Source: an optimization exercise on an open RTL-to-GDS flow (aim: small area, a short achievable clock period and few clock cycles per item). Production flows keep margins and buffers that such runs may drop. RTL that was checked went through simulation tests only; none was proved equivalent to the original. No functional check of the RTL was part of run 1. In every run shown here, the design's own scripts or RTL, not TritonCTS, make the clock network. No driver is modelled on the clock port, so clock power and skew are understated where the tree is cut down; a real chip needs a root buffer or a tree. No activity file was given, so power comes from the tool's default toggle rates.

==> flow/design.v, too long to show whole: its modules and the start of the top module <==
// module mac_neuron: 1444 lines
// module booth_enc: 7 lines
// module inv_c: 3 lines
// module nand2_c: 3 lines
// module nor2_c: 3 lines
// module or2_c: 3 lines
// module xor2_c: 3 lines
// module xnor2_c: 3 lines
// module a22oi_c: 3 lines
// module a21oi_c: 3 lines
// module o21ai_c: 3 lines
// module o22ai_c: 3 lines
// module a21o_c: 3 lines
// module and2_c: 3 lines
// module fa_cell: 4 lines
// module ha_cell: 4 lines
module mac_neuron(
	input clk,
	input rst,
	input in_valid,
	output in_ready,
	input [15:0] in_x,
	input [15:0] in_w,
	input in_last,
	output reg out_valid,
	output [15:0] out_data
);
  // ...
==> flow/flow/run.sh <==
#!/bin/bash
set -euo pipefail
source flow/env.sh
bash standard.sh > std_flow.log 2>&1
==> flow/flow/env.sh <==
export SETUP_SLACK_MARGIN=7.9
export BUFFER_PORTS_ARGS="-buffer_cell sky130_fd_sc_hd__buf_1"
export PRE_CTS_TCL=$PWD/flow/manual_cts.tcl
export MCTS_NBUF=8
export MCTS_NROOT=2
==> flow/flow/manual_cts.tcl <==
# Clock tree of one or two levels: the clock port drives MCTS_NROOT buffers (or, with
# MCTS_NROOT 0, the leaf buffers directly); the leaf buffers each drive the flip-flops of
# one cluster (balanced k-means on their placement). Sourced as PRE_CTS_TCL: it replaces
# clock_tree_synthesis for this design.
rename clock_tree_synthesis orig_clock_tree_synthesis

# balanced k-means: returns {assign mx my used}
proc mcts_kmeans {xs ys k} {
  set n [llength $xs]
  set cx 0; set cy 0
  foreach x $xs y $ys { set cx [expr {$cx + $x}]; set cy [expr {$cy + $y}] }
  set cx [expr {$cx / $n}]; set cy [expr {$cy / $n}]
  set order {}
  for {set i 0} {$i < $n} {incr i} {
    lappend order [list $i [expr {atan2([lindex $ys $i] - $cy, [lindex $xs $i] - $cx)}]]
  }
  set order [lsort -real -index 1 $order]
  set assign [lrepeat $n 0]
  for {set j 0} {$j < $n} {incr j} { lset assign [lindex $order $j 0] [expr {$j * $k / $n}] }
  set cap [expr {int(ceil(double($n) / $k)) + 1}]
  set used [lrepeat $k 0]
  for {set iter 0} {$iter < 30} {incr iter} {
    set mx [lrepeat $k 0.0]; set my [lrepeat $k 0.0]; set cnt [lrepeat $k 0]
    for {set i 0} {$i < $n} {incr i} {
      set c [lindex $assign $i]
      lset mx $c [expr {[lindex $mx $c] + [lindex $xs $i]}]
      lset my $c [expr {[lindex $my $c] + [lindex $ys $i]}]
      lset cnt $c [expr {[lindex $cnt $c] + 1}]
    }
    for {set c 0} {$c < $k} {incr c} {
      if {[lindex $cnt $c] > 0} {
        lset mx $c [expr {[lindex $mx $c] / [lindex $cnt $c]}]
        lset my $c [expr {[lindex $my $c] / [lindex $cnt $c]}]
      }
    }
    set pairs {}
    for {set i 0} {$i < $n} {incr i} {
      for {set c 0} {$c < $k} {incr c} {
        set d [expr {abs([lindex $xs $i] - [lindex $mx $c]) + abs([lindex $ys $i] - [lindex $my $c])}]
        lappend pairs [list $d $i $c]
      }
    }
    set pairs [lsort -real -index 0 $pairs]
    set done [lrepeat $n 0]; set used [lrepeat $k 0]
    set new [lrepeat $n 0]
    foreach p $pairs {
      lassign $p d i c
      if {[lindex $done $i]} continue
      if {[lindex $used $c] >= $cap} continue
      lset new $i $c; lset done $i 1; lset used $c [expr {[lindex $used $c] + 1}]
    }
    set assign $new
  }
  return [list $assign $mx $my $used]
}

proc clock_tree_synthesis {args} {
  set nleaf [expr {[info exists ::env(MCTS_NBUF)] ? $::env(MCTS_NBUF) : 8}]
  set nroot [expr {[info exists ::env(MCTS_NROOT)] ? $::env(MCTS_NROOT) : 2}]
  set leafm [expr {[info exists ::env(MCTS_CELL)] ? $::env(MCTS_CELL) : "sky130_fd_sc_hd__clkbuf_16"}]
  set rootm [expr {[info exists ::env(MCTS_ROOT_CELL)] ? $::env(MCTS_ROOT_CELL) : "sky130_fd_sc_hd__clkbuf_16"}]
  set block [ord::get_db_block]
  set db [ord::get_db]
  set clknet [$block findNet clk]
  set sinks [$clknet getITerms]
  set n [llength $sinks]
  puts "manual cts: $n sinks, $nleaf leaf buffers ($leafm), $nroot root buffers ($rootm)"
  set xs {}; set ys {}
  foreach it $sinks {
    set bb [[$it getInst] getBBox]
    lappend xs [expr {([$bb xMin] + [$bb xMax]) / 2.0}]
    lappend ys [expr {([$bb yMin] + [$bb yMax]) / 2.0}]
  }
  lassign [mcts_kmeans $xs $ys $nleaf] assign mx my used
  puts "manual cts: leaf cluster sizes $used"
  set lnets {}
  for {set c 0} {$c < $nleaf} {incr c} {
    set inst [odb::dbInst_create $block [$db findMaster $leafm] "mcts_leaf_$c"]
    set net [odb::dbNet_create $block "mcts_clk_leaf_$c"]
    $net setSigType CLOCK
    [$inst findITerm X] connect $net
    $inst setLocation [expr {int([lindex $mx $c])}] [expr {int([lindex $my $c])}]
    $inst setPlacementStatus PLACED
    lappend leaves $inst
    set bnet($c) $net
  }
  for {set i 0} {$i < $n} {incr i} {
    set it [lindex $sinks $i]
    $it disconnect
    $it connect $bnet([lindex $assign $i])
  }
  if {$nroot == 0} {
    foreach inst $leaves { [$inst findITerm A] connect $clknet }
    return
  }
  lassign [mcts_kmeans $mx $my $nroot] rassign rx ry rused
  puts "manual cts: root cluster sizes $rused"
  for {set r 0} {$r < $nroot} {incr r} {
    set inst [odb::dbInst_create $block [$db findMaster $rootm] "mcts_root_$r"]
    set net [odb::dbNet_create $block "mcts_clk_root_$r"]
    $net setSigType CLOCK
    [$inst findITerm A] connect $clknet
    [$inst findITerm X] connect $net
    $inst setLocation [expr {int([lindex $rx $r])}] [expr {int([lindex $ry $r])}]
    $inst setPlacementStatus PLACED
    set rnet($r) $net
  }
  for {set c 0} {$c < $nleaf} {incr c} {
    [[lindex $leaves $c] findITerm A] connect $rnet([lindex $rassign $c])
  }
}
==> flow/standard.sh <==
#!/bin/bash
# synth_recipe.tcl (not shown) runs the flow's synth.tcl, then flattens the netlist and writes it again
# the make line also repeats each setting of config.mk as NAME=value (left out here)
make -C /OpenROAD-flow-scripts/flow DESIGN_CONFIG=/design/flow/config.mk WORK_HOME=/design/flow/orfs CLKGATE_MAP_FILE= SYNTH_SCRIPT=/design/flow/synth_recipe.tcl "${@:-finish}"
==> flow/config.mk <==
export PLATFORM = sky130hd
export DESIGN_NAME = mac_neuron
export DESIGN_NICKNAME = mac_neuron
export VERILOG_FILES = /design/flow/design.v
export SDC_FILE = /design/flow/constraint.sdc
export NUM_CORES = 4
export LEC_CHECK = 0
export CAP_MARGIN = 20
export CORE_MARGIN = 2
export CORE_UTILIZATION = 60.0
export CTS_BUF_LIST = sky130_fd_sc_hd__clkbuf_4 sky130_fd_sc_hd__clkbuf_8
export CTS_CLUSTER_SIZE = 40
export PLACE_DENSITY = 0.8
export SLEW_MARGIN = 20
export SYNTH_HIERARCHICAL = 1
==> flow/constraint.sdc <==
create_clock -name core_clock -period 11.0 [get_ports {clk}]
set_input_delay 2.2000 -clock core_clock [delete_from_list [all_inputs] [get_ports {clk}]]
set_output_delay 2.2000 -clock core_clock [all_outputs]
set_load 0.01 [all_outputs]
==> flow_results.org, run 1 <==
** Power
- Power Total :: 2.30 mW
- VDD sags by at most 0.000119 V.
- Share of total power in sequential cells :: 31.4%
- Int Pwr :: 1.37 mW
- Per report_power, the Clock row totals around 0.31 mW.
- Per report_power, the Sequential row totals 0.721 mW.

** GRT
- Global routing used 33.5% of the available met1 tracks.
- After global routing, the most crowded layer is met2.
- Met3 capacity usage during global routing :: between 3 and 4%
- Global-route wire length before repair :: 34100 µm

** CTS
- At the later pin of the worst-skew pair, clock insertion delay measures 0.31 ns.
- Post-cts gate resize count :: 46
- Hold-fix buffers, CTS :: 0

** Cells and area
- The library cell used most frequently in the layout, excluding fill and tap cells, is sky130_fd_sc_hd__xor2_1.
- Invs w/o clock :: 9
- Total of fill cells in the finished design :: around 1200
- Post-route cell area :: 10500 µm²
- Sequential cell area :: 2730 µm²
- In the finished design the tool counted flip-flops and latches totalling 130.

** Synthesis
- By area the synthesized netlist is led by sky130_fd_sc_hd__dfxtp_1, sky130_fd_sc_hd__fa_1, sky130_fd_sc_hd__xor2_1.
- Synth Flop Type :: sky130_fd_sc_hd__dfxtp_1
- Post-synthesis async set-or-reset flop share :: 0%
- By area, the combinational part of the netlist is dominated by adder cells.
- Compound-Gate Fraction of Synth Area :: 17.2%
- EDFF count, synth :: 0

** Worst setup path
- By startpoint and endpoint, the worst setup path is classified as reg -> out.
- Walking the worst path, the cells encountered are buf_1.
- STA classifies the critical path startpoint as a register.
- Measured in cells, the most critical reg-to-reg path has a length of 9.
- Crit path max-delay family :: flip-flops

** Timing
- The clock arrives with 0.0210 ns of skew.
- The worst path in the final design needs a cycle of slightly above 3 ns, including I/O delays and setup.
- Setup violations remaining at the end of the flow were counted as 0.

** Placement
- Number of placed cells counting well taps :: 1168
- Post-DP HPWL :: about 15000 µm

** Status
- The flow ran to the end and the layout has no timing, DRC or antenna violations.

** Detailed routing
- Wire length on met3 :: ~1600 µm
- The pre-antenna-repair detailed-routing pass consisted of 5 iterations.

** Min path
- Hold Crit Start :: l0$_DFF_P_

** Floorplan
- The floorplan step defined a die boundary enclosing around 17000 µm².
==> run 2: changes to the inputs <==
--- a/flow/design.v
+++ b/flow/design.v
@@ -523,33 +523,33 @@
 wire s501;
 wire c502;
 wire s503;
 wire c504;
 wire s505;
 wire c506;
 wire s507;
 wire c508;
-wire s509;
-wire c510;
-wire g511;
+wire g509;
+wire g510;
+wire p511;
 wire g512;
 wire p513;
 wire g514;
 wire p515;
 wire g516;
-wire p517;
-wire g518;
+wire g517;
+wire p518;
 wire g519;
-wire p520;
+wire g520;
 wire g521;
 wire g522;
 wire g523;
-wire g524;
-wire g525;
+wire s524;
+wire c525;
 wire s526;
 wire c527;
 wire s528;
 wire c529;
 wire s530;
 wire c531;
 wire s532;
 wire c533;
@@ -584,21 +584,21 @@
 wire s562;
 wire c563;
 wire s564;
 wire c565;
 wire s566;
 wire c567;
 wire s568;
 wire c569;
-wire s570;
-wire c571;
-wire s572;
-wire c573;
-wire g574;
+wire g570;
+wire g571;
+wire p572;
+wire g573;
+wire p574;
 wire g575;
 wire p576;
 wire g577;
 wire p578;
 wire g579;
 wire p580;
 wire g581;
 wire p582;
@@ -608,56 +608,56 @@
 wire p586;
 wire g587;
 wire p588;
 wire g589;
 wire p590;
 wire g591;
 wire p592;
 wire g593;
-wire p594;
-wire g595;
-wire p596;
-wire g597;
+wire g594;
+wire p595;
+wire g596;
+wire p597;
 wire g598;
 wire p599;
 wire g600;
 wire p601;
 wire g602;
 wire p603;
 wire g604;
-wire p605;
-wire g606;
-wire p607;
-wire g608;
+wire g605;
+wire p606;
+wire g607;
+wire p608;
 wire g609;
-wire p610;
+wire g610;
 wire g611;
-wire p612;
+wire g612;
 wire g613;
 wire g614;
 wire g615;
 wire g616;
 wire g617;
 wire g618;
 wire g619;
 wire g620;
 wire g621;
 wire g622;
 wire g623;
 wire g624;
 wire g625;
 wire g626;
 wire g627;
 wire g628;
-wire g629;
-wire g630;
-wire g631;
-wire g632;
-wire g633;
+wire sm629;
+wire sm630;
+wire sm631;
+wire sm632;
+wire sm633;
 wire sm634;
 wire sm635;
 wire sm636;
 wire sm637;
 wire sm638;
 wire sm639;
 wire sm640;
 wire sm641;
@@ -667,121 +667,108 @@
 wire sm645;
 wire sm646;
 wire sm647;
 wire sm648;
 wire sm649;
 wire sm650;
 wire sm651;
 wire sm652;
-wire sm653;
-wire sm654;
-wire sm655;
-wire sm656;
-wire sm657;
-wire s658;
-wire c659;
-wire s660;
-wire c661;
-wire s662;
-wire c663;
-wire s664;
-wire c665;
-wire s666;
-wire c667;
-wire s668;
-wire c669;
-wire s670;
-wire c671;
-wire s672;
-wire c673;
-wire s674;
-wire c675;
-wire s676;
-wire c677;
-wire s678;
-wire c679;
-wire s680;
-wire c681;
-wire s682;
-wire c683;
-wire s684;
-wire c685;
-wire s686;
-wire c687;
-wire s688;
-wire c689;
+wire s653;
+wire c654;
+wire s655;
+wire c656;
+wire s657;
+wire c658;
+wire s659;
+wire c660;
+wire s661;
+wire c662;
+wire s663;
+wire c664;
+wire s665;
+wire c666;
+wire s667;
+wire c668;
+wire s669;
+wire c670;
+wire s671;
+wire c672;
+wire s673;
+wire c674;
+wire s675;
+wire c676;
+wire s677;
+wire c678;
+wire s679;
+wire c680;
+wire s681;
+wire c682;
+wire s683;
+wire c684;
+wire g685;
+wire g686;
+wire p687;
+wire g688;
+wire p689;
 wire g690;
-wire g691;
-wire p692;
-wire g693;
-wire p694;
-wire g695;
-wire p696;
-wire g697;
-wire p698;
-wire g699;
-wire p700;
+wire p691;
+wire g692;
+wire p693;
+wire g694;
+wire p695;
+wire g696;
+wire p697;
+wire g698;
+wire p699;
+wire g700;
 wire g701;
 wire p702;
 wire g703;
 wire p704;
 wire g705;
-wire g706;
+wire p706;
 wire g707;
-wire p708;
-wire g709;
-wire p710;
+wire g708;
+wire p709;
+wire g710;
 wire g711;
-wire p712;
+wire g712;
 wire g713;
-wire p714;
+wire g714;
 wire g715;
-wire p716;
+wire g716;
 wire g717;
-wire p718;
+wire g718;
 wire g719;
 wire g720;
 wire g721;
-wire g722;
-wire g723;
-wire p724;
-wire g725;
-wire p726;
-wire g727;
-wire p728;
-wire g729;
-wire p730;
-wire g731;
-wire g732;
-wire g733;
-wire g734;
-wire g735;
-wire g736;
-wire g737;
-wire g738;
-wire sm739;
-wire sm740;
-wire sm741;
-wire sm742;
-wire sm743;
-wire sm744;
-wire sm745;
-wire sm746;
-wire sm747;
-wire sm748;
-wire sm749;
-wire sm750;
-wire sm751;
-wire sm752;
-wire sm753;
+wire sm722;
+wire sm723;
+wire sm724;
+wire sm725;
+wire sm726;
+wire sm727;
+wire sm728;
+wire sm729;
+wire sm730;
+wire sm731;
+wire sm732;
+wire sm733;
+wire sm734;
+wire sm735;
+wire sm736;
 wire [7:0] e_onen, e_twon, e_neg;
 genvar gj;
 generate for (gj = 0; gj < 8; gj = gj + 1) begin : enc
-	booth_enc u_enc (.w({in_w[2*gj+1], in_w[2*gj], (gj == 0) ? 1'b0 : in_w[(gj == 0) ? 0 : 2*gj-1]}), .onen(e_onen[gj]), .twon(e_twon[gj]), .neg(e_neg[gj]));
+	if (gj == 0) begin : e0
+		booth_enc0 u_enc (.w(in_w[1:0]), .onen(e_onen[0]), .twon(e_twon[0]), .neg(e_neg[0]));
+	end else begin : en
+		booth_enc u_enc (.w(in_w[2*gj+1:2*gj-1]), .onen(e_onen[gj]), .twon(e_twon[gj]), .neg(e_neg[gj]));
+	end
 end endgenerate
 wire [8:0] zx, zw;
 assign zx[0] = 1'b1;
 assign zw[0] = 1'b1;
 generate for (gj = 1; gj < 9; gj = gj + 1) begin : tz
 	assign zx[gj] = zx[gj-1] & ~in_x[gj-1];
 	assign zw[gj] = zw[gj-1] & ~in_w[gj-1];
 end endgenerate
@@ -1181,257 +1168,242 @@
 fa_cell u_s482 (.a(c403), .b(s443), .c(c442), .s(s482), .co(c483));
 fa_cell u_s484 (.a(c407), .b(s445), .c(c444), .s(s484), .co(c485));
 fa_cell u_s486 (.a(c409), .b(s447), .c(c446), .s(s486), .co(c487));
 fa_cell u_s488 (.a(pp202), .b(s449), .c(c448), .s(s488), .co(c489));
 fa_cell u_s490 (.a(pp266), .b(s451), .c(c450), .s(s490), .co(c491));
 fa_cell u_s492 (.a(pp238), .b(pp268), .c(pp236), .s(s492), .co(c493));
 inv_c u_s494 (.a(pp270), .y(s494));
 ha_cell u_s495 (.a(pp2), .b(b_neg[0]), .s(s495), .co(c496));
-ha_cell u_s497 (.a(pp4), .b(1'b0), .s(s497), .co(c498));
-ha_cell u_s499 (.a(b_neg[1]), .b(s273), .s(s499), .co(c500));
-ha_cell u_s501 (.a(s275), .b(c274), .s(s501), .co(c502));
-ha_cell u_s503 (.a(c276), .b(s336), .s(s503), .co(c504));
-ha_cell u_s505 (.a(s338), .b(c337), .s(s505), .co(c506));
-ha_cell u_s507 (.a(s340), .b(c339), .s(s507), .co(c508));
-ha_cell u_s509 (.a(c341), .b(s411), .s(s509), .co(c510));
-a21o_c u_g511 (.a1(s497), .a2(c496), .b1(c498), .y(g511));
-a21o_c u_g512 (.a1(s501), .a2(c500), .b1(c502), .y(g512));
-and2_c u_p513 (.a(s501), .b(s499), .y(p513));
-a21o_c u_g514 (.a1(s505), .a2(c504), .b1(c506), .y(g514));
-and2_c u_p515 (.a(s505), .b(s503), .y(p515));
-a21o_c u_g516 (.a1(s509), .a2(c508), .b1(c510), .y(g516));
-and2_c u_p517 (.a(s509), .b(s507), .y(p517));
-a21o_c u_g518 (.a1(p513), .a2(g511), .b1(g512), .y(g518));
-a21o_c u_g519 (.a1(p517), .a2(g514), .b1(g516), .y(g519));
-and2_c u_p520 (.a(p517), .b(p515), .y(p520));
-a21o_c u_g521 (.a1(p520), .a2(g518), .b1(g519), .y(g521));
-a21o_c u_g522 (.a1(p515), .a2(g518), .b1(g514), .y(g522));
-a21o_c u_g523 (.a1(s499), .a2(g511), .b1(c500), .y(g523));
-a21o_c u_g524 (.a1(s503), .a2(g518), .b1(c504), .y(g524));
-a21o_c u_g525 (.a1(s507), .a2(g522), .b1(c508), .y(g525));
-ha_cell u_s526 (.a(ha_r[0]), .b(hb_r[0]), .s(s526), .co(c527));
-ha_cell u_s528 (.a(ha_r[1]), .b(hb_r[1]), .s(s528), .co(c529));
-ha_cell u_s530 (.a(ha_r[2]), .b(hb_r[2]), .s(s530), .co(c531));
-ha_cell u_s532 (.a(ha_r[3]), .b(hb_r[3]), .s(s532), .co(c533));
-ha_cell u_s534 (.a(ha_r[4]), .b(hb_r[4]), .s(s534), .co(c535));
-ha_cell u_s536 (.a(ha_r[5]), .b(hb_r[5]), .s(s536), .co(c537));
-ha_cell u_s538 (.a(ha_r[6]), .b(hb_r[6]), .s(s538), .co(c539));
-ha_cell u_s540 (.a(ha_r[7]), .b(hb_r[7]), .s(s540), .co(c541));
-ha_cell u_s542 (.a(ha_r[8]), .b(hb_r[8]), .s(s542), .co(c543));
-ha_cell u_s544 (.a(ha_r[9]), .b(hb_r[9]), .s(s544), .co(c545));
-ha_cell u_s546 (.a(ha_r[10]), .b(hb_r[10]), .s(s546), .co(c547));
-ha_cell u_s548 (.a(ha_r[11]), .b(hb_r[11]), .s(s548), .co(c549));
-ha_cell u_s550 (.a(ha_r[12]), .b(hb_r[12]), .s(s550), .co(c551));
-ha_cell u_s552 (.a(ha_r[13]), .b(hb_r[13]), .s(s552), .co(c553));
-ha_cell u_s554 (.a(ha_r[14]), .b(hb_r[14]), .s(s554), .co(c555));
-ha_cell u_s556 (.a(ha_r[15]), .b(hb_r[15]), .s(s556), .co(c557));
-ha_cell u_s558 (.a(ha_r[16]), .b(hb_r[16]), .s(s558), .co(c559));
-ha_cell u_s560 (.a(ha_r[17]), .b(hb_r[17]), .s(s560), .co(c561));
-ha_cell u_s562 (.a(ha_r[18]), .b(hb_r[18]), .s(s562), .co(c563));
-ha_cell u_s564 (.a(ha_r[19]), .b(hb_r[19]), .s(s564), .co(c565));
-ha_cell u_s566 (.a(ha_r[20]), .b(hb_r[20]), .s(s566), .co(c567));
-ha_cell u_s568 (.a(ha_r[21]), .b(hb_r[21]), .s(s568), .co(c569));
-ha_cell u_s570 (.a(ha_r[22]), .b(hb_r[22]), .s(s570), .co(c571));
-ha_cell u_s572 (.a(ha_r[23]), .b(hb_r[23]), .s(s572), .co(c573));
-a21o_c u_g574 (.a1(s526), .a2(cl_r), .b1(c527), .y(g574));
-a21o_c u_g575 (.a1(s530), .a2(c529), .b1(c531), .y(g575));
-and2_c u_p576 (.a(s530), .b(s528), .y(p576));
-a21o_c u_g577 (.a1(s534), .a2(c533), .b1(c535), .y(g577));
-and2_c u_p578 (.a(s534), .b(s532), .y(p578));
-a21o_c u_g579 (.a1(s538), .a2(c537), .b1(c539), .y(g579));
-and2_c u_p580 (.a(s538), .b(s536), .y(p580));
-a21o_c u_g581 (.a1(s542), .a2(c541), .b1(c543), .y(g581));
-and2_c u_p582 (.a(s542), .b(s540), .y(p582));
-a21o_c u_g583 (.a1(s546), .a2(c545), .b1(c547), .y(g583));
-and2_c u_p584 (.a(s546), .b(s544), .y(p584));
-a21o_c u_g585 (.a1(s550), .a2(c549), .b1(c551), .y(g585));
-and2_c u_p586 (.a(s550), .b(s548), .y(p586));
-a21o_c u_g587 (.a1(s554), .a2(c553), .b1(c555), .y(g587));
-and2_c u_p588 (.a(s554), .b(s552), .y(p588));
-a21o_c u_g589 (.a1(s558), .a2(c557), .b1(c559), .y(g589));
-and2_c u_p590 (.a(s558), .b(s556), .y(p590));
-a21o_c u_g591 (.a1(s562), .a2(c561), .b1(c563), .y(g591));
-and2_c u_p592 (.a(s562), .b(s560), .y(p592));
-a21o_c u_g593 (.a1(s566), .a2(c565), .b1(c567), .y(g593));
-and2_c u_p594 (.a(s566), .b(s564), .y(p594));
-a21o_c u_g595 (.a1(s570), .a2(c569), .b1(c571), .y(g595));
-and2_c u_p596 (.a(s570), .b(s568), .y(p596));
-a21o_c u_g597 (.a1(p576), .a2(g574), .b1(g575), .y(g597));
-a21o_c u_g598 (.a1(p580), .a2(g577), .b1(g579), .y(g598));
-and2_c u_p599 (.a(p580), .b(p578), .y(p599));
-a21o_c u_g600 (.a1(p584), .a2(g581), .b1(g583), .y(g600));
-and2_c u_p601 (.a(p584), .b(p582), .y(p601));
-a21o_c u_g602 (.a1(p588), .a2(g585), .b1(g587), .y(g602));
-and2_c u_p603 (.a(p588), .b(p586), .y(p603));
-a21o_c u_g604 (.a1(p592), .a2(g589), .b1(g591), .y(g604));
-and2_c u_p605 (.a(p592), .b(p590), .y(p605));
-a21o_c u_g606 (.a1(p596), .a2(g593), .b1(g595), .y(g606));
-and2_c u_p607 (.a(p596), .b(p594), .y(p607));
-a21o_c u_g608 (.a1(p599), .a2(g597), .b1(g598), .y(g608));
-a21o_c u_g609 (.a1(p603), .a2(g600), .b1(g602), .y(g609));
-and2_c u_p610 (.a(p603), .b(p601), .y(p610));
-a21o_c u_g611 (.a1(p607), .a2(g604), .b1(g606), .y(g611));
-and2_c u_p612 (.a(p607), .b(p605), .y(p612));
-a21o_c u_g613 (.a1(p610), .a2(g608), .b1(g609), .y(g613));
-a21o_c u_g614 (.a1(p612), .a2(g613), .b1(g611), .y(g614));
-a21o_c u_g615 (.a1(p601), .a2(g608), .b1(g600), .y(g615));
-a21o_c u_g616 (.a1(p605), .a2(g613), .b1(g604), .y(g616));
-a21o_c u_g617 (.a1(p578), .a2(g597), .b1(g577), .y(g617));
-a21o_c u_g618 (.a1(p582), .a2(g608), .b1(g581), .y(g618));
-a21o_c u_g619 (.a1(p586), .a2(g615), .b1(g585), .y(g619));
-a21o_c u_g620 (.a1(p590), .a2(g613), .b1(g589), .y(g620));
-a21o_c u_g621 (.a1(p594), .a2(g616), .b1(g593), .y(g621));
-a21o_c u_g622 (.a1(s528), .a2(g574), .b1(c529), .y(g622));
-a21o_c u_g623 (.a1(s532), .a2(g597), .b1(c533), .y(g623));
-a21o_c u_g624 (.a1(s536), .a2(g617), .b1(c537), .y(g624));
-a21o_c u_g625 (.a1(s540), .a2(g608), .b1(c541), .y(g625));
-a21o_c u_g626 (.a1(s544), .a2(g618), .b1(c545), .y(g626));
-a21o_c u_g627 (.a1(s548), .a2(g615), .b1(c549), .y(g627));
-a21o_c u_g628 (.a1(s552), .a2(g619), .b1(c553), .y(g628));
-a21o_c u_g629 (.a1(s556), .a2(g613), .b1(c557), .y(g629));
-a21o_c u_g630 (.a1(s560), .a2(g620), .b1(c561), .y(g630));
-a21o_c u_g631 (.a1(s564), .a2(g616), .b1(c565), .y(g631));
-a21o_c u_g632 (.a1(s568), .a2(g621), .b1(c569), .y(g632));
-a21o_c u_g633 (.a1(s572), .a2(g614), .b1(c573), .y(g633));
-xor2_c u_sm634 (.a(s526), .b(cl_r), .y(sm634));
-xor2_c u_sm635 (.a(s528), .b(g574), .y(sm635));
-xor2_c u_sm636 (.a(s530), .b(g622), .y(sm636));
-xor2_c u_sm637 (.a(s532), .b(g597), .y(sm637));
-xor2_c u_sm638 (.a(s534), .b(g623), .y(sm638));
-xor2_c u_sm639 (.a(s536), .b(g617), .y(sm639));
-xor2_c u_sm640 (.a(s538), .b(g624), .y(sm640));
-xor2_c u_sm641 (.a(s540), .b(g608), .y(sm641));
-xor2_c u_sm642 (.a(s542), .b(g625), .y(sm642));
-xor2_c u_sm643 (.a(s544), .b(g618), .y(sm643));
-xor2_c u_sm644 (.a(s546), .b(g626), .y(sm644));
-xor2_c u_sm645 (.a(s548), .b(g615), .y(sm645));
-xor2_c u_sm646 (.a(s550), .b(g627), .y(sm646));
-xor2_c u_sm647 (.a(s552), .b(g619), .y(sm647));
-xor2_c u_sm648 (.a(s554), .b(g628), .y(sm648));
-xor2_c u_sm649 (.a(s556), .b(g613), .y(sm649));
-xor2_c u_sm650 (.a(s558), .b(g629), .y(sm650));
-xor2_c u_sm651 (.a(s560), .b(g620), .y(sm651));
-xor2_c u_sm652 (.a(s562), .b(g630), .y(sm652));
-xor2_c u_sm653 (.a(s564), .b(g616), .y(sm653));
-xor2_c u_sm654 (.a(s566), .b(g631), .y(sm654));
-xor2_c u_sm655 (.a(s568), .b(g621), .y(sm655));
-xor2_c u_sm656 (.a(s570), .b(g632), .y(sm656));
-xor2_c u_sm657 (.a(s572), .b(g614), .y(sm657));
-ha_cell u_s658 (.a(acc[0]), .b(m_r[0]), .s(s658), .co(c659));
-ha_cell u_s660 (.a(acc[1]), .b(m_r[1]), .s(s660), .co(c661));
-ha_cell u_s662 (.a(acc[2]), .b(m_r[2]), .s(s662), .co(c663));
-ha_cell u_s664 (.a(acc[3]), .b(m_r[3]), .s(s664), .co(c665));
-ha_cell u_s666 (.a(acc[4]), .b(m_r[4]), .s(s666), .co(c667));
-ha_cell u_s668 (.a(acc[5]), .b(m_r[5]), .s(s668), .co(c669));
-ha_cell u_s670 (.a(acc[6]), .b(m_r[6]), .s(s670), .co(c671));
-ha_cell u_s672 (.a(acc[7]), .b(m_r[7]), .s(s672), .co(c673));
-ha_cell u_s674 (.a(acc[8]), .b(m_r[8]), .s(s674), .co(c675));
-ha_cell u_s676 (.a(acc[9]), .b(m_r[9]), .s(s676), .co(c677));
-ha_cell u_s678 (.a(acc[10]), .b(m_r[10]), .s(s678), .co(c679));
-ha_cell u_s680 (.a(acc[11]), .b(m_r[11]), .s(s680), .co(c681));
-ha_cell u_s682 (.a(acc[12]), .b(m_r[12]), .s(s682), .co(c683));
-ha_cell u_s684 (.a(acc[13]), .b(m_r[13]), .s(s684), .co(c685));
-ha_cell u_s686 (.a(acc[14]), .b(m_r[14]), .s(s686), .co(c687));
-ha_cell u_s688 (.a(acc[15]), .b(m_r[15]), .s(s688), .co(c689));
-a21o_c u_g690 (.a1(s660), .a2(c659), .b1(c661), .y(g690));
-a21o_c u_g691 (.a1(s664), .a2(c663), .b1(c665), .y(g691));
-and2_c u_p692 (.a(s664), .b(s662), .y(p692));
-a21o_c u_g693 (.a1(s668), .a2(c667), .b1(c669), .y(g693));
-and2_c u_p694 (.a(s668), .b(s666), .y(p694));
-a21o_c u_g695 (.a1(s672), .a2(c671), .b1(c673), .y(g695));
-and2_c u_p696 (.a(s672), .b(s670), .y(p696));
-a21o_c u_g697 (.a1(s676), .a2(c675), .b1(c677), .y(g697));
-and2_c u_p698 (.a(s676), .b(s674), .y(p698));
-a21o_c u_g699 (.a1(s680), .a2(c679), .b1(c681), .y(g699));
-and2_c u_p700 (.a(s680), .b(s678), .y(p700));
-a21o_c u_g701 (.a1(s684), .a2(c683), .b1(c685), .y(g701));
-and2_c u_p702 (.a(s684), .b(s682), .y(p702));
-a21o_c u_g703 (.a1(s688), .a2(c687), .b1(c689), .y(g703));
-and2_c u_p704 (.a(s688), .b(s686), .y(p704));
-a21o_c u_g705 (.a1(s662), .a2(g690), .b1(c663), .y(g705));
-a21o_c u_g706 (.a1(p692), .a2(g690), .b1(g691), .y(g706));
-a21o_c u_g707 (.a1(s670), .a2(g693), .b1(c671), .y(g707));
-and2_c u_p708 (.a(s670), .b(p694), .y(p708));
-a21o_c u_g709 (.a1(p696), .a2(g693), .b1(g695), .y(g709));
-and2_c u_p710 (.a(p696), .b(p694), .y(p710));
-a21o_c u_g711 (.a1(s678), .a2(g697), .b1(c679), .y(g711));
-and2_c u_p712 (.a(s678), .b(p698), .y(p712));
-a21o_c u_g713 (.a1(p700), .a2(g697), .b1(g699), .y(g713));
-and2_c u_p714 (.a(p700), .b(p698), .y(p714));
-a21o_c u_g715 (.a1(s686), .a2(g701), .b1(c687), .y(g715));
-and2_c u_p716 (.a(s686), .b(p702), .y(p716));
-a21o_c u_g717 (.a1(p704), .a2(g701), .b1(g703), .y(g717));
-and2_c u_p718 (.a(p704), .b(p702), .y(p718));
-a21o_c u_g719 (.a1(s666), .a2(g706), .b1(c667), .y(g719));
-a21o_c u_g720 (.a1(p694), .a2(g706), .b1(g693), .y(g720));
-a21o_c u_g721 (.a1(p708), .a2(g706), .b1(g707), .y(g721));
-a21o_c u_g722 (.a1(p710), .a2(g706), .b1(g709), .y(g722));
-a21o_c u_g723 (.a1(s682), .a2(g713), .b1(c683), .y(g723));
-and2_c u_p724 (.a(s682), .b(p714), .y(p724));
-a21o_c u_g725 (.a1(p702), .a2(g713), .b1(g701), .y(g725));
-and2_c u_p726 (.a(p702), .b(p714), .y(p726));
-a21o_c u_g727 (.a1(p716), .a2(g713), .b1(g715), .y(g727));
-and2_c u_p728 (.a(p716), .b(p714), .y(p728));
-a21o_c u_g729 (.a1(p718), .a2(g713), .b1(g717), .y(g729));
-and2_c u_p730 (.a(p718), .b(p714), .y(p730));
-a21o_c u_g731 (.a1(s674), .a2(g722), .b1(c675), .y(g731));
-a21o_c u_g732 (.a1(p698), .a2(g722), .b1(g697), .y(g732));
-a21o_c u_g733 (.a1(p712), .a2(g722), .b1(g711), .y(g733));
-a21o_c u_g734 (.a1(p714), .a2(g722), .b1(g713), .y(g734));
-a21o_c u_g735 (.a1(p724), .a2(g722), .b1(g723), .y(g735));
-a21o_c u_g736 (.a1(p726), .a2(g722), .b1(g725), .y(g736));
-a21o_c u_g737 (.a1(p728), .a2(g722), .b1(g727), .y(g737));
-a21o_c u_g738 (.a1(p730), .a2(g722), .b1(g729), .y(g738));
-xor2_c u_sm739 (.a(s660), .b(c659), .y(sm739));
-xor2_c u_sm740 (.a(s662), .b(g690), .y(sm740));
-xor2_c u_sm741 (.a(s664), .b(g705), .y(sm741));
-xor2_c u_sm742 (.a(s666), .b(g706), .y(sm742));
-xor2_c u_sm743 (.a(s668), .b(g719), .y(sm743));
-xor2_c u_sm744 (.a(s670), .b(g720), .y(sm744));
-xor2_c u_sm745 (.a(s672), .b(g721), .y(sm745));
-xor2_c u_sm746 (.a(s674), .b(g722), .y(sm746));
-xor2_c u_sm747 (.a(s676), .b(g731), .y(sm747));
-xor2_c u_sm748 (.a(s678), .b(g732), .y(sm748));
-xor2_c u_sm749 (.a(s680), .b(g733), .y(sm749));
-xor2_c u_sm750 (.a(s682), .b(g734), .y(sm750));
-xor2_c u_sm751 (.a(s684), .b(g735), .y(sm751));
-xor2_c u_sm752 (.a(s686), .b(g736), .y(sm752));
-xor2_c u_sm753 (.a(s688), .b(g737), .y(sm753));
-wire [23:0] s_hi = {sm657, sm656, sm655, sm654, sm653, sm652, sm651, sm650, sm649, sm648, sm647, sm646, sm645, sm644, sm643, sm642, sm641, sm640, sm639, sm638, sm637, sm636, sm635, sm634};
-wire [15:0] a_s = {sm753, sm752, sm751, sm750, sm749, sm748, sm747, sm746, sm745, sm744, sm743, sm742, sm741, sm740, sm739, s658};
+ha_cell u_s497 (.a(b_neg[1]), .b(s273), .s(s497), .co(c498));
+ha_cell u_s499 (.a(s275), .b(c274), .s(s499), .co(c500));
+ha_cell u_s501 (.a(c276), .b(s336), .s(s501), .co(c502));
+ha_cell u_s503 (.a(s338), .b(c337), .s(s503), .co(c504));
+ha_cell u_s505 (.a(s340), .b(c339), .s(s505), .co(c506));
+ha_cell u_s507 (.a(c341), .b(s411), .s(s507), .co(c508));
+and2_c u_g509 (.a(pp4), .b(c496), .y(g509));
+a21o_c u_g510 (.a1(s499), .a2(c498), .b1(c500), .y(g510));
+and2_c u_p511 (.a(s499), .b(s497), .y(p511));
+a21o_c u_g512 (.a1(s503), .a2(c502), .b1(c504), .y(g512));
+and2_c u_p513 (.a(s503), .b(s501), .y(p513));
+a21o_c u_g514 (.a1(s507), .a2(c506), .b1(c508), .y(g514));
+and2_c u_p515 (.a(s507), .b(s505), .y(p515));
+a21o_c u_g516 (.a1(p511), .a2(g509), .b1(g510), .y(g516));
+a21o_c u_g517 (.a1(p515), .a2(g512), .b1(g514), .y(g517));
+and2_c u_p518 (.a(p515), .b(p513), .y(p518));
+a21o_c u_g519 (.a1(p518), .a2(g516), .b1(g517), .y(g519));
+a21o_c u_g520 (.a1(p513), .a2(g516), .b1(g512), .y(g520));
+a21o_c u_g521 (.a1(s497), .a2(g509), .b1(c498), .y(g521));
+a21o_c u_g522 (.a1(s501), .a2(g516), .b1(c502), .y(g522));
+a21o_c u_g523 (.a1(s505), .a2(g520), .b1(c506), .y(g523));
+ha_cell u_s524 (.a(ha_r[0]), .b(hb_r[0]), .s(s524), .co(c525));
+ha_cell u_s526 (.a(ha_r[1]), .b(hb_r[1]), .s(s526), .co(c527));
+ha_cell u_s528 (.a(ha_r[2]), .b(hb_r[2]), .s(s528), .co(c529));
+ha_cell u_s530 (.a(ha_r[3]), .b(hb_r[3]), .s(s530), .co(c531));
+ha_cell u_s532 (.a(ha_r[4]), .b(hb_r[4]), .s(s532), .co(c533));
+ha_cell u_s534 (.a(ha_r[5]), .b(hb_r[5]), .s(s534), .co(c535));
+ha_cell u_s536 (.a(ha_r[6]), .b(hb_r[6]), .s(s536), .co(c537));
+ha_cell u_s538 (.a(ha_r[7]), .b(hb_r[7]), .s(s538), .co(c539));
+ha_cell u_s540 (.a(ha_r[8]), .b(hb_r[8]), .s(s540), .co(c541));
+ha_cell u_s542 (.a(ha_r[9]), .b(hb_r[9]), .s(s542), .co(c543));
+ha_cell u_s544 (.a(ha_r[10]), .b(hb_r[10]), .s(s544), .co(c545));
+ha_cell u_s546 (.a(ha_r[11]), .b(hb_r[11]), .s(s546), .co(c547));
+ha_cell u_s548 (.a(ha_r[12]), .b(hb_r[12]), .s(s548), .co(c549));
+ha_cell u_s550 (.a(ha_r[13]), .b(hb_r[13]), .s(s550), .co(c551));
+ha_cell u_s552 (.a(ha_r[14]), .b(hb_r[14]), .s(s552), .co(c553));
+ha_cell u_s554 (.a(ha_r[15]), .b(hb_r[15]), .s(s554), .co(c555));
+ha_cell u_s556 (.a(ha_r[16]), .b(hb_r[16]), .s(s556), .co(c557));
+ha_cell u_s558 (.a(ha_r[17]), .b(hb_r[17]), .s(s558), .co(c559));
+ha_cell u_s560 (.a(ha_r[18]), .b(hb_r[18]), .s(s560), .co(c561));
+ha_cell u_s562 (.a(ha_r[19]), .b(hb_r[19]), .s(s562), .co(c563));
+ha_cell u_s564 (.a(ha_r[20]), .b(hb_r[20]), .s(s564), .co(c565));
+ha_cell u_s566 (.a(ha_r[21]), .b(hb_r[21]), .s(s566), .co(c567));
+ha_cell u_s568 (.a(ha_r[22]), .b(hb_r[22]), .s(s568), .co(c569));
+a21o_c u_g570 (.a1(s524), .a2(cl_r), .b1(c525), .y(g570));
+a21o_c u_g571 (.a1(s528), .a2(c527), .b1(c529), .y(g571));
+and2_c u_p572 (.a(s528), .b(s526), .y(p572));
+a21o_c u_g573 (.a1(s532), .a2(c531), .b1(c533), .y(g573));
+and2_c u_p574 (.a(s532), .b(s530), .y(p574));
+a21o_c u_g575 (.a1(s536), .a2(c535), .b1(c537), .y(g575));
+and2_c u_p576 (.a(s536), .b(s534), .y(p576));
+a21o_c u_g577 (.a1(s540), .a2(c539), .b1(c541), .y(g577));
+and2_c u_p578 (.a(s540), .b(s538), .y(p578));
+a21o_c u_g579 (.a1(s544), .a2(c543), .b1(c545), .y(g579));
+and2_c u_p580 (.a(s544), .b(s542), .y(p580));
+a21o_c u_g581 (.a1(s548), .a2(c547), .b1(c549), .y(g581));
+and2_c u_p582 (.a(s548), .b(s546), .y(p582));
+a21o_c u_g583 (.a1(s552), .a2(c551), .b1(c553), .y(g583));
+and2_c u_p584 (.a(s552), .b(s550), .y(p584));
+a21o_c u_g585 (.a1(s556), .a2(c555), .b1(c557), .y(g585));
+and2_c u_p586 (.a(s556), .b(s554), .y(p586));
+a21o_c u_g587 (.a1(s560), .a2(c559), .b1(c561), .y(g587));
+and2_c u_p588 (.a(s560), .b(s558), .y(p588));
+a21o_c u_g589 (.a1(s564), .a2(c563), .b1(c565), .y(g589));
+and2_c u_p590 (.a(s564), .b(s562), .y(p590));
+a21o_c u_g591 (.a1(s568), .a2(c567), .b1(c569), .y(g591));
+and2_c u_p592 (.a(s568), .b(s566), .y(p592));
+a21o_c u_g593 (.a1(p572), .a2(g570), .b1(g571), .y(g593));
+a21o_c u_g594 (.a1(p576), .a2(g573), .b1(g575), .y(g594));
+and2_c u_p595 (.a(p576), .b(p574), .y(p595));
+a21o_c u_g596 (.a1(p580), .a2(g577), .b1(g579), .y(g596));
+and2_c u_p597 (.a(p580), .b(p578), .y(p597));
+a21o_c u_g598 (.a1(p584), .a2(g581), .b1(g583), .y(g598));
+and2_c u_p599 (.a(p584), .b(p582), .y(p599));
+a21o_c u_g600 (.a1(p588), .a2(g585), .b1(g587), .y(g600));
+and2_c u_p601 (.a(p588), .b(p586), .y(p601));
+a21o_c u_g602 (.a1(p592), .a2(g589), .b1(g591), .y(g602));
+and2_c u_p603 (.a(p592), .b(p590), .y(p603));
+a21o_c u_g604 (.a1(p595), .a2(g593), .b1(g594), .y(g604));
+a21o_c u_g605 (.a1(p599), .a2(g596), .b1(g598), .y(g605));
+and2_c u_p606 (.a(p599), .b(p597), .y(p606));
+a21o_c u_g607 (.a1(p603), .a2(g600), .b1(g602), .y(g607));
+and2_c u_p608 (.a(p603), .b(p601), .y(p608));
+a21o_c u_g609 (.a1(p606), .a2(g604), .b1(g605), .y(g609));
+a21o_c u_g610 (.a1(p608), .a2(g609), .b1(g607), .y(g610));
+a21o_c u_g611 (.a1(p597), .a2(g604), .b1(g596), .y(g611));
+a21o_c u_g612 (.a1(p601), .a2(g609), .b1(g600), .y(g612));
+a21o_c u_g613 (.a1(p574), .a2(g593), .b1(g573), .y(g613));
+a21o_c u_g614 (.a1(p578), .a2(g604), .b1(g577), .y(g614));
+a21o_c u_g615 (.a1(p582), .a2(g611), .b1(g581), .y(g615));
+a21o_c u_g616 (.a1(p586), .a2(g609), .b1(g585), .y(g616));
+a21o_c u_g617 (.a1(p590), .a2(g612), .b1(g589), .y(g617));
+a21o_c u_g618 (.a1(s526), .a2(g570), .b1(c527), .y(g618));
+a21o_c u_g619 (.a1(s530), .a2(g593), .b1(c531), .y(g619));
+a21o_c u_g620 (.a1(s534), .a2(g613), .b1(c535), .y(g620));
+a21o_c u_g621 (.a1(s538), .a2(g604), .b1(c539), .y(g621));
+a21o_c u_g622 (.a1(s542), .a2(g614), .b1(c543), .y(g622));
+a21o_c u_g623 (.a1(s546), .a2(g611), .b1(c547), .y(g623));
+a21o_c u_g624 (.a1(s550), .a2(g615), .b1(c551), .y(g624));
+a21o_c u_g625 (.a1(s554), .a2(g609), .b1(c555), .y(g625));
+a21o_c u_g626 (.a1(s558), .a2(g616), .b1(c559), .y(g626));
+a21o_c u_g627 (.a1(s562), .a2(g612), .b1(c563), .y(g627));
+a21o_c u_g628 (.a1(s566), .a2(g617), .b1(c567), .y(g628));
+xor2_c u_sm629 (.a(s524), .b(cl_r), .y(sm629));
+xor2_c u_sm630 (.a(s526), .b(g570), .y(sm630));
+xor2_c u_sm631 (.a(s528), .b(g618), .y(sm631));
+xor2_c u_sm632 (.a(s530), .b(g593), .y(sm632));
+xor2_c u_sm633 (.a(s532), .b(g619), .y(sm633));
+xor2_c u_sm634 (.a(s534), .b(g613), .y(sm634));
+xor2_c u_sm635 (.a(s536), .b(g620), .y(sm635));
+xor2_c u_sm636 (.a(s538), .b(g604), .y(sm636));
+xor2_c u_sm637 (.a(s540), .b(g621), .y(sm637));
+xor2_c u_sm638 (.a(s542), .b(g614), .y(sm638));
+xor2_c u_sm639 (.a(s544), .b(g622), .y(sm639));
+xor2_c u_sm640 (.a(s546), .b(g611), .y(sm640));
+xor2_c u_sm641 (.a(s548), .b(g623), .y(sm641));
+xor2_c u_sm642 (.a(s550), .b(g615), .y(sm642));
+xor2_c u_sm643 (.a(s552), .b(g624), .y(sm643));
+xor2_c u_sm644 (.a(s554), .b(g609), .y(sm644));
+xor2_c u_sm645 (.a(s556), .b(g625), .y(sm645));
+xor2_c u_sm646 (.a(s558), .b(g616), .y(sm646));
+xor2_c u_sm647 (.a(s560), .b(g626), .y(sm647));
+xor2_c u_sm648 (.a(s562), .b(g612), .y(sm648));
+xor2_c u_sm649 (.a(s564), .b(g627), .y(sm649));
+xor2_c u_sm650 (.a(s566), .b(g617), .y(sm650));
+xor2_c u_sm651 (.a(s568), .b(g628), .y(sm651));
+xor2_c u_sm652 (.a(1'b1), .b(g610), .y(sm652));
+ha_cell u_s653 (.a(acc[0]), .b(m_r[0]), .s(s653), .co(c654));
+ha_cell u_s655 (.a(acc[1]), .b(m_r[1]), .s(s655), .co(c656));
+ha_cell u_s657 (.a(acc[2]), .b(m_r[2]), .s(s657), .co(c658));
+ha_cell u_s659 (.a(acc[3]), .b(m_r[3]), .s(s659), .co(c660));
+ha_cell u_s661 (.a(acc[4]), .b(m_r[4]), .s(s661), .co(c662));
+ha_cell u_s663 (.a(acc[5]), .b(m_r[5]), .s(s663), .co(c664));
+ha_cell u_s665 (.a(acc[6]), .b(m_r[6]), .s(s665), .co(c666));
+ha_cell u_s667 (.a(acc[7]), .b(m_r[7]), .s(s667), .co(c668));
+ha_cell u_s669 (.a(acc[8]), .b(m_r[8]), .s(s669), .co(c670));
+ha_cell u_s671 (.a(acc[9]), .b(m_r[9]), .s(s671), .co(c672));
+ha_cell u_s673 (.a(acc[10]), .b(m_r[10]), .s(s673), .co(c674));
+ha_cell u_s675 (.a(acc[11]), .b(m_r[11]), .s(s675), .co(c676));
+ha_cell u_s677 (.a(acc[12]), .b(m_r[12]), .s(s677), .co(c678));
+ha_cell u_s679 (.a(acc[13]), .b(m_r[13]), .s(s679), .co(c680));
+ha_cell u_s681 (.a(acc[14]), .b(m_r[14]), .s(s681), .co(c682));
+ha_cell u_s683 (.a(acc[15]), .b(m_r[15]), .s(s683), .co(c684));
+a21o_c u_g685 (.a1(s655), .a2(c654), .b1(c656), .y(g685));
+a21o_c u_g686 (.a1(s659), .a2(c658), .b1(c660), .y(g686));
+and2_c u_p687 (.a(s659), .b(s657), .y(p687));
+a21o_c u_g688 (.a1(s663), .a2(c662), .b1(c664), .y(g688));
+and2_c u_p689 (.a(s663), .b(s661), .y(p689));
+a21o_c u_g690 (.a1(s667), .a2(c666), .b1(c668), .y(g690));
+and2_c u_p691 (.a(s667), .b(s665), .y(p691));
+a21o_c u_g692 (.a1(s671), .a2(c670), .b1(c672), .y(g692));
+and2_c u_p693 (.a(s671), .b(s669), .y(p693));
+a21o_c u_g694 (.a1(s675), .a2(c674), .b1(c676), .y(g694));
+and2_c u_p695 (.a(s675), .b(s673), .y(p695));
+a21o_c u_g696 (.a1(s679), .a2(c678), .b1(c680), .y(g696));
+and2_c u_p697 (.a(s679), .b(s677), .y(p697));
+a21o_c u_g698 (.a1(s683), .a2(c682), .b1(c684), .y(g698));
+and2_c u_p699 (.a(s683), .b(s681), .y(p699));
+a21o_c u_g700 (.a1(p687), .a2(g685), .b1(g686), .y(g700));
+a21o_c u_g701 (.a1(p691), .a2(g688), .b1(g690), .y(g701));
+and2_c u_p702 (.a(p691), .b(p689), .y(p702));
+a21o_c u_g703 (.a1(p695), .a2(g692), .b1(g694), .y(g703));
+and2_c u_p704 (.a(p695), .b(p693), .y(p704));
+a21o_c u_g705 (.a1(p699), .a2(g696), .b1(g698), .y(g705));
+and2_c u_p706 (.a(p699), .b(p697), .y(p706));
+a21o_c u_g707 (.a1(p702), .a2(g700), .b1(g701), .y(g707));
+a21o_c u_g708 (.a1(p706), .a2(g703), .b1(g705), .y(g708));
+and2_c u_p709 (.a(p706), .b(p704), .y(p709));
+a21o_c u_g710 (.a1(p709), .a2(g707), .b1(g708), .y(g710));
+a21o_c u_g711 (.a1(p704), .a2(g707), .b1(g703), .y(g711));
+a21o_c u_g712 (.a1(p689), .a2(g700), .b1(g688), .y(g712));
+a21o_c u_g713 (.a1(p693), .a2(g707), .b1(g692), .y(g713));
+a21o_c u_g714 (.a1(p697), .a2(g711), .b1(g696), .y(g714));
+a21o_c u_g715 (.a1(s657), .a2(g685), .b1(c658), .y(g715));
+a21o_c u_g716 (.a1(s661), .a2(g700), .b1(c662), .y(g716));
+a21o_c u_g717 (.a1(s665), .a2(g712), .b1(c666), .y(g717));
+a21o_c u_g718 (.a1(s669), .a2(g707), .b1(c670), .y(g718));
+a21o_c u_g719 (.a1(s673), .a2(g713), .b1(c674), .y(g719));
+a21o_c u_g720 (.a1(s677), .a2(g711), .b1(c678), .y(g720));
+a21o_c u_g721 (.a1(s681), .a2(g714), .b1(c682), .y(g721));
+xor2_c u_sm722 (.a(s655), .b(c654), .y(sm722));
+xor2_c u_sm723 (.a(s657), .b(g685), .y(sm723));
+xor2_c u_sm724 (.a(s659), .b(g715), .y(sm724));
+xor2_c u_sm725 (.a(s661), .b(g700), .y(sm725));
+xor2_c u_sm726 (.a(s663), .b(g716), .y(sm726));
+xor2_c u_sm727 (.a(s665), .b(g712), .y(sm727));
+xor2_c u_sm728 (.a(s667), .b(g717), .y(sm728));
+xor2_c u_sm729 (.a(s669), .b(g707), .y(sm729));
+xor2_c u_sm730 (.a(s671), .b(g718), .y(sm730));
+xor2_c u_sm731 (.a(s673), .b(g713), .y(sm731));
+xor2_c u_sm732 (.a(s675), .b(g719), .y(sm732));
+xor2_c u_sm733 (.a(s677), .b(g711), .y(sm733));
+xor2_c u_sm734 (.a(s679), .b(g720), .y(sm734));
+xor2_c u_sm735 (.a(s681), .b(g714), .y(sm735));
+xor2_c u_sm736 (.a(s683), .b(g721), .y(sm736));
+wire [23:0] s_hi = {sm652, sm651, sm650, sm649, sm648, sm647, sm646, sm645, sm644, sm643, sm642, sm641, sm640, sm639, sm638, sm637, sm636, sm635, sm634, sm633, sm632, sm631, sm630, sm629};
+wire [15:0] a_s = {sm736, sm735, sm734, sm733, sm732, sm731, sm730, sm729, sm728, sm727, sm726, sm725, sm724, sm723, sm722, s653};
 always @(posedge clk) begin
 	ha_r <= {1'b1, pp272, s494, s492, s490, s488, s486, s484, s482, s480, s478, s476, s474, s472, s470, s468, s466, s464, s462, s460, s458, s456, s454, c412};
 	hb_r <= {1'b0, pp270, c493, c491, c489, c487, c485, c483, c481, c479, c477, c475, c473, c471, c469, c467, c465, c463, c461, c459, c457, c455, c453, s452};
-	cl_r <= g521;
+	cl_r <= g519;
 	zl_r <= zl0;
 	sg1 <= ~xn[15] ^ b_neg[7];   
 	l1 <= l0;
 	v1 <= v0 & ~rst;
 end
 wire tie = zl_r & ~s_hi[0];
 wire [22:0] q = {s_hi[23:2], s_hi[1] & ~tie};
-wire [23:0] hp = {s572, s570, s568, s566, s564, s562, s560, s558, s556, s554, s552, s550, s548, s546, s544, s542, s540, s538, s536, s534, s532, s530, s528, s526};
-wire [23:0] hg = {c573, c571, c569, c567, c565, c563, c561, c559, c557, c555, c553, c551, c549, c547, c545, c543, c541, c539, c537, c535, c533, c531, c529, c527};
-wire [23:0] hor = ha_r | hb_r;
-wire z15 = (hp[2] == g622) & (hp[15:3] == hor[14:2]) & ~q[0];
+wire [23:0] hp = {1'b1, s568, s566, s564, s562, s560, s558, s556, s554, s552, s550, s548, s546, s544, s542, s540, s538, s536, s534, s532, s530, s528, s526, s524};
+wire [23:0] hg = {1'b0, c569, c567, c565, c563, c561, c559, c557, c555, c553, c551, c549, c547, c545, c543, c541, c539, c537, c535, c533, c531, c529, c527, c525};
+wire [23:0] hor = {1'b1, ha_r[22], ha_r[21], ha_r[20], ha_r[19], ha_r[18], ha_r[17], ha_r[16], ha_r[15], ha_r[14], ha_r[13], ha_r[12], ha_r[11], ha_r[10], ha_r[9], ha_r[8], ha_r[7], ha_r[6], ha_r[5], ha_r[4], ha_r[3], ha_r[2], ha_r[1], ha_r[0]} | {1'b0, hb_r[22], hb_r[21], hb_r[20], hb_r[19], hb_r[18], hb_r[17], hb_r[16], hb_r[15], hb_r[14], hb_r[13], hb_r[12], hb_r[11], hb_r[10], hb_r[9], hb_r[8], hb_r[7], hb_r[6], hb_r[5], hb_r[4], hb_r[3], hb_r[2], hb_r[1], hb_r[0]};
+wire z15 = ~|q[14:0];
 wire top_z = (hp[23:17] == hor[22:16]);
 wire top_o = (hp[23:17] == ~hg[22:16]);
 wire t16 = s_hi[16];
 wire top_eq = t16 ? top_o : top_z;
 wire q_is8000 = t16 & top_o & z15;
 wire [15:0] m = top_eq ? {q[15:1], q[0] | q_is8000} : {sg1, {14{~sg1}}, 1'b1};
 always @(posedge clk) begin
 	m_r <= m;
 	l2 <= l1;
 	v2 <= v1 & ~rst;
 end
-wire [15:0] ap = {s688, s686, s684, s682, s680, s678, s676, s674, s672, s670, s668, s666, s664, s662, s660, s658};
+wire [15:0] ap = {s683, s681, s679, s677, s675, s673, s671, s669, s667, s665, s663, s661, s659, s657, s655, s653};
 wire [15:0] aor = acc | m_r;
-wire a_ovf = ~ap[15] & (g737 ^ acc[15]);
+wire a_ovf = ~ap[15] & (g721 ^ acc[15]);
 wire a_z15 = ~ap[0] & (ap[14:1] == aor[13:0]);
 wire a_is8000 = a_s[15] & a_z15;
 wire [15:0] acc_sat = a_ovf ? {m_r[15], {14{~m_r[15]}}, 1'b1} : {a_s[15:1], a_s[0] | a_is8000};
 always @(posedge clk) begin
 	acc <= first ? m_r : acc_sat;
 	if (rst) begin
 		first <= 1'b1;
 		out_valid <= 1'b0;
@@ -1444,16 +1416,21 @@
 endmodule
 module booth_enc(input [2:0] w, output onen, output twon, output neg);
 wire t;
 xnor2_c u_one (.a(w[1]), .b(w[0]), .y(onen));
 xor2_c u_t (.a(w[2]), .b(w[1]), .y(t));
 nand2_c u_two (.a(t), .b(onen), .y(twon));
 assign neg = w[2];
 endmodule
+module booth_enc0(input [1:0] w, output onen, output twon, output neg);
+inv_c u_one (.a(w[0]), .y(onen));
+nand2_c u_two (.a(w[1]), .b(onen), .y(twon));
+assign neg = w[1];
+endmodule
 module inv_c(input a, output y);
 assign y = ~a;
 endmodule
 module nand2_c(input a, input b, output y);
 assign y = ~(a & b);
 endmodule
 module nor2_c(input a, input b, output y);
 assign y = ~(a | b);
==> flow/config.mk (replaced) <==
export PLATFORM = sky130hd
export DESIGN_NAME = mac_neuron
export DESIGN_NICKNAME = mac_neuron
export VERILOG_FILES = /design/flow/design.v
export SDC_FILE = /design/flow/constraint.sdc
export NUM_CORES = 4
export LEC_CHECK = 0
export CAP_MARGIN = 20
export CORE_MARGIN = 2
export CORE_UTILIZATION = 40
export CTS_BUF_LIST = sky130_fd_sc_hd__clkbuf_4 sky130_fd_sc_hd__clkbuf_8
export CTS_CLUSTER_SIZE = 40
export PLACE_DENSITY = 0.6
export SLEW_MARGIN = 20
export SYNTH_HIERARCHICAL = 1
==> run 2 against run 1 <==
Combinational power about the same. Routed wire length increased by 0.46%. Setup slack got worse by 0.039 ns. Cell count rose by 6.1%. Final area grew 0.41%. Worst hold slack better by 0.00066 ns. Largest power group unchanged. Highest routed layer unchanged.
==> flow_results.org, run 2 <==
** Cells and area
- The finished layout holds 1254 standard cells, fillers aside.
- Fraction of final layout cells sized beyond drive strength 1 :: 9.99%
- Commonest non-fill, non-tap cells in the layout :: sky130_fd_sc_hd__xor2_1, sky130_fd_sc_hd__o22ai_1, sky130_fd_sc_hd__dfxtp_1
- The largest registers in the layout are ha_r (23), hb_r (23).
- The library cell used most frequently in the layout, excluding fill and tap cells, is sky130_fd_sc_hd__xor2_1.
- Number of antenna repair diodes :: 0
- Number of nets in the final layout :: 1129
- Area growth from synthesis to layout :: 12.5%

** Floorplan
- The region available for standard cell placement spans 22800 µm².
- Die extent in x :: 157 µm
- Initial Util :: 41.1%
- The die area was 24600 µm² (+44%).
- 54 I/O pins were placed.
- FP Rows :: 55
- Overall die height :: around 160 µm

** Worst setup path
- Start of the worst register-to-register path :: xn[13]$_DFF_P_
- Number of logic stages on the critical path including buffering :: 1
- Across all register-to-register paths, the minimum setup slack is 7.99 ns.
- Total buffers and inverters traversed by the critical path :: 1
- Crit path arrival time :: 0.90 ns
- Ordered cell list for the critical path :: buf_1
- STA classifies the critical path startpoint as a register.
- For this design, the slowest cell found on the critical path is sky130_fd_sc_hd__dfxtp_1.
- Endpoint required time on the critical path :: 8.80 ns
- Of all nets on the critical path, the largest fanout is 3.
- The length in cells of the worst reg-to-reg path was 6 (-3).
- Capture point of the worst reg-to-reg path :: ha_r[7]$_DFF_P_
- Setup crit end :: out_data[2]
- Kind of end point of the critical path :: output pin
- By startpoint and endpoint, the worst setup path is classified as reg -> out.
- CP max stage delay :: 0.41 ns
- Crit path launch :: acc[2]$_DFF_P_
- Among cell families on the critical path, the largest total delay comes from flip-flops.

** Synthesis
- In the post-synthesis netlist, the biggest area contributors are sky130_fd_sc_hd__dfxtp_1, sky130_fd_sc_hd__fa_1, sky130_fd_sc_hd__xor2_1.
- After synthesis the netlist holds a flip-flop and latch count of 130.
- For this run, the number of Yosys warnings is 7.
- EDFF count, synth :: 0 (unchanged)
- Synthesis produced 874 cells.
- The share of flip-flops with an asynchronous set or reset came to 0% (unchanged).
- Top cells by instance count after synthesis :: sky130_fd_sc_hd__xor2_1, sky130_fd_sc_hd__dfxtp_1, sky130_fd_sc_hd__o22ai_1
- In this run the biggest area consumer among cell types represents 27.8% of the synthesized area.
- Among all flip-flop cells after synthesis, the most frequent one is sky130_fd_sc_hd__dfxtp_1.
- Library cell with the largest summed area after synthesis :: sky130_fd_sc_hd__dfxtp_1
- Sequential fraction of the synthesis area :: 27.8%
- The mapped netlist covers 9360 µm².
- A synthesized cell averages 10.7 µm².
- Synthesis instantiated 38 different standard cells from the library.
- Most frequent cell after synthesis :: sky130_fd_sc_hd__xor2_1

** Status
- The flow ran to the end and the layout has no timing, DRC or antenna violations.

** Detailed routing
- Across all layers, the routed design uses 6656 vias.
- First-pass iteration count of the detailed router :: 5 (unchanged)
- Detailed-route vias per instance :: 5.31
- Antenna-violating nets left :: 0
- In the routed design, unresolved DRC markers number 0.
- WL per Instance :: 16.6 µm
- DR iter-0 viols :: 521
- Wire length after detailed routing :: 20800 µm

** Timing
- Summed over all failing endpoints, the final setup total negative slack is 0 ns.
- Once routing completed, OpenROAD measured the worst setup slack at about 7.9 ns.
- The worst path uses 28.2% of the clock period.
- The minimum period implied by the final worst setup slack was 3.10 ns (+0.0391 ns).
- Highest Clock Rate :: about 320 MHz
- Final hold violation count :: 0
- Setup repair after global routing could not meet its margin everywhere.
- Max Slew Vio Count :: 0
- The setup skew after layout is 0.0222 ns (+0.00124 ns).
- Worst rel slew slack :: 44.6%
- Final Setup Violations :: 0 (unchanged)
- For the pin with the worst max-slew slack, the measured transition is 0.829 ns.

** GRT
- Global routing used 16.7% of the available tracks.
- Global routing's busiest layer :: met2
- In the global route stage, met2 resource usage came out at 27.0%.
- The number of global-route vias before repair was 6514.
- Number of antenna violations at the first check in global routing :: 0
- Grt total ovfl :: 0
- The global-route wire length before repair is 33900 µm (-0.65%).
- The met3 track utilization from global routing came to 2.01% (-1.7 points).
- Entering global routing, the biggest net connects 26 pins.
- Met1 Use GR :: 24.5% (-9.1 points)

** Power
- Portion of total power attributed to the clock network :: between 10% and 20%
- The maximum VDD drop is 0.000108 V (-9.0%).
- Power Density :: 217 nW/µm²
- Combinational Power Share :: about 55%
- Switching power :: 0.908 mW
- Switching fraction of total power :: 39.8%
- Share of total power in sequential cells :: 31.0% (-0.4 points)
- Int Pwr :: 1.38 mW (+0.48%)
- Static leakage power :: around 4.6 nW

** Min path
- Hold Crit Start :: l0$_DFF_P_
- Min-Delay Path Class :: reg -> reg
- Counting instances, the worst hold path has a depth of 0.

** Placement
- Port Buffers :: 52
- Routability cong. :: 0.829
- The count of placed standard cells including taps came to 1226 (+5.0%).
- OpenSTA, run right after detailed placement, puts the worst setup slack at 7.61 ns.
- Post-DP HPWL :: 14800 µm (-0.48%)

** CTS
- The clock insertion delay at the later pin of the skew report was 0.32 ns (about the same).
- The number of hold buffers added after cts was 0 (unchanged).
- Clock-pin slew was measured on the worst setup and hold paths at 0.08 ns.

** Run
- Max cap viols :: 0
-- run 2: changes by cell type in the layout (fill, tap and decap cells not counted), sizes merged, moves of 6 or more --
cell,previous run,this run
a21o,77,55
inv,9,23
mux2i,0,14
nor2,42,31
xnor2,36,26
buf,58,67
nor3,7,1
o21a,6,0
-- run 2: cells by family after synthesis --
kind of cell	synth area share [%]
compound gates	15.6
flops	27.8
fa+ha+maj	27.0
mux	1.62
buf+inv	2.15
simple gates	6.01
other cells	0.0401
xor+xnor	19.7
-- run 2: metrics by stage --
step                      hold WS (ns)  util, %  power [mW]  instance area [µm²]
after floorplan                  0.310        -        1.64                 9370
after global placement           0.312     43.4        1.91                 9880
after detailed placement         0.312     43.4        1.93                 9880
after CTS                        0.312     45.2        2.21                10300
after global routing             0.344     46.2        2.52                10500
final                            0.331     46.2        2.28                10500
-- run 2: cell type report --
cell class,count,area (µm²)
fill,2185,12200
multi-input combinational,705,6670
sequential,130,2730
timing repair buffer,73,397
tap,313,392
buffer,10,250
inverter,23,86.3
-- run 2: Yosys stat by module, one instance, submodules excluded, excerpt --
module	cells inside	flip-flops and latches
mac_neuron	296	130
fa_cell	1	0
xnor2_c	1	0
xor2_c	1	0
booth_enc	1	0
a21o_c	1	0
and2_c	1	0
or2_c	1	0
inv_c	1	0
nand2_c	1	0
-- run 2: worst min path at each step --
stage,end
after floorplan,l1$_DFF_P_
after global placement,l2$_DFF_P_
after detailed placement,l1$_DFF_P_
after CTS,l1$_DFF_P_
after global routing,zl_r$_DFF_P_
final,l1$_DFF_P_
-- run 2: power by group through the flow --
stage / registers, mW / logic, mW / clock network [mW]
after floorplan: 0.690 / 0.955 / 0
after global placement: 0.716 / 1.19 / 0
after detailed placement: 0.717 / 1.21 / 0
after CTS: 0.720 / 1.24 / 0.252
after global routing: 0.726 / 1.45 / 0.344
final: 0.709 / 1.26 / 0.313
-- run 2: per-layer routing --
layer  routed length [µm]  part of all wire (%)
met1                10200                    49
met2                 9240                    45
met3                 1070                   5.2
met4                  232                   1.1
met5                    0                     0
-- run 2: repair_timing --
action,CTS,global route
resized for setup,43,50
buffers inserted,9,8
pin swaps,7,10
gates cloned,0,1
setup endpoints to repair,47,51
Testbench counts of run 2, summed over its fixed seeds: cycles 8,224, items 8,192.

==> static timing again, ports no longer ideal <==
No port has a modelled driver above. Below, the same layouts with a new extraction and two added sets of constraints.
Step 1 (the two cells are an assumption about what drives the block):
set clk [get_ports {clk}]
set_driving_cell -lib_cell sky130_fd_sc_hd__clkbuf_16 $clk
set_driving_cell -lib_cell sky130_fd_sc_hd__buf_2 [delete_from_list [all_inputs] $clk]
Step 2 moves the port delays by t, midway between the first and last clock arrival at a register: inputs arrive t later, outputs are due t later. That takes back most of the time a late clock gives input paths.
Slacks: ideal ports / drivers / drivers and shift; pairs: ideal ports / drivers.
run	shift t [ns]	setup slack, ns	worst data-port slew with drivers (ns)
run 1	0.361	7.941 / 7.883 / 7.767	0.05
run 2	0.366	7.901 / 7.839 / 7.755	0.04
After both steps setup and hold are still met in every run listed. For run 1, which loses most, drivers alone change the setup slack by -0.058 ns; drivers and shift together by -0.174 ns.
